Source: an optimization exercise on an open RTL-to-GDS flow (aim: small area). Production flows keep margins and buffers that such runs may drop.
In this exercise RTL edits were held to simulation tests only and were not proved equivalent to the original.

### constraint.sdc
create_clock -name core_clock -period 70.0 [get_ports {clk}]
set_input_delay 14.0000 -clock core_clock [delete_from_list [all_inputs] [get_ports {clk}]]
set_output_delay 14.0000 -clock core_clock [all_outputs]
set_load 0.01 [all_outputs]
### config.mk
export PLATFORM = sky130hd
export DESIGN_NAME = top
export DESIGN_NICKNAME = top
export VERILOG_FILES = /design/flow/design.v
export SDC_FILE = /design/flow/constraint.sdc
export NUM_CORES = 4
export LEC_CHECK = 0
export ABC_AREA = 1
export CAP_MARGIN = 20
export CORE_MARGIN = 2
export CORE_UTILIZATION = 40
export SLEW_MARGIN = 20
### run.sh
#!/bin/bash
# synth_recipe.tcl (not shown) runs the flow's synth.tcl, then flattens the netlist and writes it again
# the make line also repeats each setting of config.mk as NAME=value (left out here)
make -C /OpenROAD-flow-scripts/flow DESIGN_CONFIG=/design/flow/config.mk WORK_HOME=/design/flow/orfs CLKGATE_MAP_FILE= SYNTH_SCRIPT=/design/flow/synth_recipe.tcl finish
### design.v
`timescale 1ns / 1ps
module no_fitter(
	input raw, rst_n, clk,
	output reg en 
);
localparam milli = 50000000 / 1000000;
integer cnt;
always@(posedge clk or negedge rst_n)
begin
	if(~rst_n)
		cnt <= 0;
	else if(raw)
		cnt <= 0;
	else if(cnt <= milli)
		cnt <= cnt + 1;
end
always@(*)
begin
	if(cnt == milli)
		en <= 1;
	else
		en <= 0;
end
endmodule
`timescale 1ns / 1ps
module encode(
	input wire [3:0] tmp,
	output reg [6:0] segment
);
always@(*)
begin
	case (tmp)
		0:  segment = 7'b100_0000;
		1:  segment = 7'b111_1001;
		2:  segment = 7'b010_0100;
		3:  segment = 7'b011_0000;
		4:  segment = 7'b001_1001;
		5:  segment = 7'b001_0010;
		6:  segment = 7'b000_0010;
		7:  segment = 7'b111_1000;
		8:  segment = 7'b000_0000;
		9:  segment = 7'b001_0000; 
		10:  segment = 7'b000_1000;
		11:  segment = 7'b000_0011;
		12:  segment = 7'b100_0110;
		13:  segment = 7'b010_0001;
		14:  segment = 7'b000_0110;
		15:  segment = 7'b000_1110;
		default:  segment = 7'b000_0000;
	endcase
end
endmodule
module seg(
	input clk, 
	input rst_n, 
	input [31:0] q_a,
	output reg [2:0] sel,
	output wire [6:0] segment
	);
	localparam mili = 50_000_00 / 1000000;
	reg [15:0] cnt;
	reg en;
	reg [3:0] tmp;
	encode encode1(tmp,segment);
	always@(posedge clk or negedge rst_n)
	begin
		if (~rst_n)
		begin
			cnt <= 16'h0000;
			sel <= 3'b000;
		end
		else if(cnt == mili)
		cnt <= 16'h0000;
		else if (cnt == mili-1)
		begin
			if (sel != 3'b111)
				sel <= sel + 1;
			else
				sel <= 3'b000;
			cnt <= cnt+1;
		end
		else
			cnt <= cnt+1;
	end
	always@(*)
	begin
		case (sel)
			3'b000: tmp = q_a[3:0];
			3'b001: tmp = q_a[7:4];
			3'b010: tmp = q_a[11:8];
			3'b011: tmp = q_a[15:12];
			3'b100: tmp = q_a[19:16];
			3'b101: tmp = q_a[23:20];
			3'b110: tmp = q_a[27:24];
			3'b111: tmp = q_a[31:28];
		endcase
	end
	endmodule
`timescale 1ns / 1ps
module metronome(
		input [7:0] speed,
		input	clk,
		input	rst_n,
		input [15:0] SW,
		output reg bell,
		output reg [15:0] LED
    );
		localparam freq = 2500;
		localparam beat = 25000 / freq;
		localparam delta = 60 * freq / 256 / 16;
		wire[31:0] blank;
	 	assign blank = 60 * freq / (speed == 8'd0 ? 8'd1 : speed) / 16;
		integer i;
		integer j;
		reg [3:0] k;
		reg sign;
		wire tick;
		assign tick = (SW != 16'h0000) && (j >= beat) && !sign;
		always@(posedge clk or negedge rst_n)
		begin
			if (~rst_n)
			begin
				j <= 0;
				sign <= 0;
			end
			else if(SW == 16'h0000)
				j <= j;
			else if(j >= beat)
			begin
				sign <= ~sign;
				j <= 0;
			end
			else
				j <= j+1;
		end
		always@(posedge clk or negedge rst_n)
		begin
			if (~rst_n)
			begin
				i <= 0;
				bell <= 0;
				k <= 0;
				LED <= 0;
			end
			else if(!tick)
				i <= i;
			else if(i >= blank)
			begin
				i <= 0;
				LED[k] <= 1;
				LED[k == 0 ? 15 : k-1] <= 0;
				k <= k+1;
			end
			else if(SW[k] === 0)
				i <= i+1;
			else if(i >= blank - delta)
			begin
				bell <= ~bell;
				i <= i+1;
			end
			else
				i <= i+1;
		end
endmodule
module band(
		input clk, left, right, up, down, rst_n,
		output reg [7:0] speed
		);
		always@(posedge clk or negedge rst_n)
		begin
			if(~rst_n)
				speed <= 60;
			else if(left)
				speed <= speed - 1;
			else if(right)
				speed <= speed + 1;
			else if(down)
				speed <= speed - 10;
			else if(up)
				speed <= speed + 10;
		end
endmodule
`timescale 1ns / 1ps
module top(
		input clk, rst_n, left, right, up, down,
		input [15:0] SW,
		output bell,
		output [2:0] sel,
		output [6:0] segment,
		output [15:0] LED
    );
		wire [7:0] speed;
		wire [31:0] data;
		wire inc, dec, add, min;
		assign data[31:16] = 16'h0000;
		assign data[15:0] = speed / 100 * 256 + speed % 100 /10 * 16 + speed % 100 % 10;
		metronome metronome1(speed, clk, rst_n, SW, bell, LED);
		seg seg1(clk, rst_n, data, sel, segment);
		band band1(clk, dec, inc, add, min, rst_n, speed);
		no_fitter left_fit(left, rst_n, clk, dec);
		no_fitter right_fit(right, rst_n, clk, inc);
		no_fitter up_fit(up, rst_n, clk, add);
		no_fitter down_fit(down, rst_n, clk, min);
		endmodule
==> summary.txt <==
Synthesis:
- Synthesis inferred 241 register bits.
- For this run, the leading register cell type out of synthesis is sky130_fd_sc_hd__dfrtp_1.
- Averaged over all synthesized cells, the footprint is 6.43 sq um.
- The synthesized design contains 0 enable-type register cells.
- In this run the cell area of the synthesized design comes to 36300 sq um.
- The count of warnings emitted by yosys is 5.
- Sequential elements use 16.6% of the synthesized area.
- In this run, distinct cell masters in the synthesized netlist total between 90 and 100.
- The synthesized instance count is about 5600.
- The proportion of register bits with asynchronous set or reset after synthesis is 100%.

Layout:
- Compared with the post-synthesis result, the final layout area differs by 7.18%.
- Leaving out fill and tap cells, the most frequent cell in the layout is sky130_fd_sc_hd__nand2_1.
- The multi-input gate area in the final layout is 26100 sq um.
- Leaving out fill and tap cells, the most frequent cells in the layout are sky130_fd_sc_hd__nand2_1 (1129), sky130_fd_sc_hd__inv_1 (810), sky130_fd_sc_hd__nor2_1 (614), sky130_fd_sc_hd__nand3_1 (373), sky130_fd_sc_hd__o21ai_0 (332).
- The post-route cell area is 38900 sq um.
- The final net count is 5980.
- The register area is 6040 sq um.
- The share of post-route cells with drive strength above 1 is a little over a tenth.
- Counting the fill cells in the layout gives ~9400.

STA:
- Final hold analysis gives a worst-case slack of 0.469 ns.
- After layout, the worst path uses 84.0% of the clock period.
- The worst path needs 58.77 ns of the cycle, external delays included.
- Setup repair after global routing left no endpoint under its margin.
- The actual slew at the worst max-slew pin is 1.15 ns.
- The final hold violation count is 0.
- The clock skew is 0.0203 ns.
- The final sum of negative setup slack is 0 ns.
- Derived from the worst setup path, the maximum achievable clock frequency is about 17 MHz.
- The total count of max-transition violations in the final report is 0.
- The worst pin sits at a relative slew slack of 22.8%.
- The count of endpoints failing setup in the final report is 0.

Clock network:
- The clock latency of the later-clocked register in the worst-skew pair is 0.62 ns.
- The number of setup buffers added after CTS is 0.
- The number of CTS-inserted buffers is 31.
- The clock transition time at the flip-flop clock pins of the worst setup and hold paths is 0.06 ns.
- After clock tree synthesis, the flow added hold-fix buffers numbering 0.
- The largest buffer count on any clock path is 3.
- Once the clock tree was built, the resizer swapped 0 gates to a different size.
- The CTS tree is yes.
- For this design, the sink count on the clock tree is 241.
- In this run the number of H-tree levels came out at 1.
- Clock tree synthesis selected as its root buffer the cell sky130_fd_sc_hd__clkbuf_16.

Worst setup path:
- The cell with the largest stage delay on the worst path is sky130_fd_sc_hd__nor2_1.
- The type of the worst setup path is reg -> reg.
- The worst setup path is captured at a register.
- The delay of the slowest critical-path stage is 0.68 ns.
- The kind of cell with the highest combined delay on the critical path is simple AND/OR/NAND/NOR gates.
- The maximum fanout encountered on the critical timing path is 28.
- STA classifies the critical path startpoint as a register.
- The count of buffer and inverter cells on the critical path is between 50 and 60.
- The most common cell type on the critical path is sky130_fd_sc_hd__inv_1.
- The arrival time of data at the critical path endpoint is 59.27 ns.
- The required time of the critical path is 70.50 ns.

Floorplanning:
- The core region is 90000 sq um.
- 49 I/O pins were placed.
- The starting utilization of the core area is 40.3%.
- The die is 305 microns wide.
- The overall die height is about 300 microns.
- The die covers 93200 sq um.
- The number of cell rows is 110.

Routing:
- Wires add up to around 100000 microns.
- The detailed router finished its first iteration with 2397 violations.
- The final antenna-violating net count is 0.
- In the routed design, unresolved DRC markers number 0.
- The first detailed-routing pass ran for 5 iterations.
- The routed layout has 36000 vias.
- The via density per instance is between 5 and 6.
- Dividing the detail-routed wire length by the instance count gives 15.2 microns.

GRT:
- The maximum number of pins on one net before global-route repair is 120.
- The met2 demand-to-capacity share in global routing is between 30% and 40%.
- The routing usage on met3 is 2.00%.
- The number of antenna violations at the first check in global routing is 1.
- The via count of the first global-routing pass is about 34000.
- In the global route stage, met1 resource usage came out at 29.9%.
- The total routing resource utilization after global routing is 21.9%.
- The global routing stage identified its most utilized layer as met2.
- After global routing the overflow that remains totals 0.
- The first global-routing pass estimated 172000 microns of wire.

Worst hold path:
- The type of the most critical hold path is reg -> reg.

Job:
- Across the run, the number of max-cap violations was 0.

Placed design:
- The count of input and output buffers is 48.
- The detailed placer's ending HPWL is 82600 microns.
- The weighted congestion at the end of routability-driven global placement is 0.920.
- The placed cell area is 37800 sq um.

Run status:
- The flow ran to the end and the layout has no timing, DRC or antenna violations.
-- through the flow --
step / setup slack (ns) / util, % / cells
floorplan: 19.35 / - / 5651
global placement: 13.06 / 41.9 / 6802
detailed placement: 11.63 / 41.9 / 6802
CTS: 11.49 / 43.2 / 6858
global route: 4.77 / 43.2 / 6858
finish: 11.23 / 43.2 / 6859
-- synth_stat cells (all sizes together) (5+ instances only) --
| library cell | instances | area (sq um) |
|---|---|---|
| and2 | 11 | 68.8 |
| clkinv | 35 | 160 |
| clkbuf | 47 | 196 |
| nor2 | 704 | 3180 |
| ha | 295 | 3690 |
| nor3b | 27 | 203 |
| o21ai | 396 | 2150 |
| or2 | 18 | 113 |
| buf | 45 | 502 |
| o21a | 10 | 75.1 |
| a211oi | 13 | 97.6 |
| nor3 | 149 | 783 |
| nand2 | 1298 | 5610 |
| a221oi | 10 | 87.6 |
| nor4 | 52 | 332 |
| xnor2 | 56 | 498 |
| o21bai | 42 | 327 |
| nand4 | 164 | 1170 |
| o221ai | 7 | 61.3 |
| a31oi | 20 | 125 |
| a2bb2oi | 8 | 70.1 |
| a21oi | 329 | 1670 |
| a21o | 6 | 45.0 |
| nand3b | 43 | 327 |
| xor2 | 157 | 1380 |
| inv | 871 | 3300 |
| o211ai | 21 | 163 |
| o31ai | 21 | 158 |
| o221a | 5 | 56.3 |
| o2111ai | 6 | 52.6 |
| dfrtp | 237 | 5930 |
| nand3 | 486 | 3160 |
-- final cells by class --
cell class                      count  share of cell area [%]
Multi-Input combinational cell   4407                    67.0
Sequential cell                   241                    15.5
Inverter                          911                    9.06
Tap cell                         1176                    3.78
Clock buffer                       37                    2.15
Timing Repair Buffer               67                    1.61
Clock inverter                     19                   0.839
Antenna cell                        1                 0.00643
-- worst register-to-register path: cells and delay by family, from the launching register on --
| kind | cells | cell delay, ns |
|---|---|---|
| adder cells (fa/ha/maj) | 29 | 9.87 |
| AO/OA/AOI/OAI | 96 | 18.13 |
| XOR/XNOR | 1 | 0.19 |
| AND/OR/NAND/NOR | 148 | 21.93 |
| buffers and inverters | 54 | 7.94 |
| flip-flops | 1 | 0.54 |
-- worst paths after layout --
path,depth (start not counted),end,slack [ns],start
worst min register to register,1,seg1.cnt[15],0.47,seg1.cnt[15]
max in group asynchronous,3,metronome1.j[23],54.22,rst_n
worst min-delay path,1,seg1.cnt[15],0.47,seg1.cnt[15]
worst max-delay path,328,metronome1.bell,11.23,band1.speed[1]
min in group asynchronous,1,seg1.cnt[0],13.44,rst_n
worst max register to register,328,metronome1.bell,11.23,band1.speed[1]
-- metal layers --
| metal | up-vias | share of wire [%] |
|---|---|---|
| met5 | - | 0 |
| met2 | 763 | 46 |
| met1 | 16400 | 48 |
| met4 | 0 | 2.0 |
| met3 | 117 | 4.1 |
| li1 | 18700 | - |
-- cells by family after synthesis --
group | Yosys count | synth area share (%)
xor gates and xnor gates | 213 | 5.16
AOI/OAI and AO/OA | 925 | 14.9
other | 2 | 0.0207
and+or+nand+nor | 2960 | 41.3
buffers and inverters | 1003 | 11.6
adders and majority gates | 299 | 10.4
DFF | 241 | 16.6
-- flip-flops by register name, summed over array words and instances (netlist names) --
signal           flops
down_fit.cnt        32
band1.speed          8
metronome1.LED      16
metronome1.j        32
seg1.sel             3
metronome1.i        32
metronome1.bell      1
metronome1.sign      1
metronome1.k         4
up_fit.cnt          32
seg1.cnt            16
left_fit.cnt        32
right_fit.cnt       32

[what the ideal ports hide]
No port has a modelled driver above. Below, the same layout with a new extraction and two added sets of constraints. Step 1 assumes that a clkbuf_16 drives the clock port and a buf_2 every other input. Step 2 times the ports against the registers' clock, not the clock port: input delays grow and output delays shrink by t, the midpoint of the rising clock arrivals with the driver on. a / b / c = ideal / step 1 / step 2; a / b = the first two.
t (ns): 0.673
slack for setup (ns): 11.226 / 11.226 / 11.226
worst data-port slew with drivers (ns): 0.11
After both steps this run still meets setup and hold. For this run, drivers alone change the setup slack by 0.000 ns; drivers and shift together by 0.000 ns.
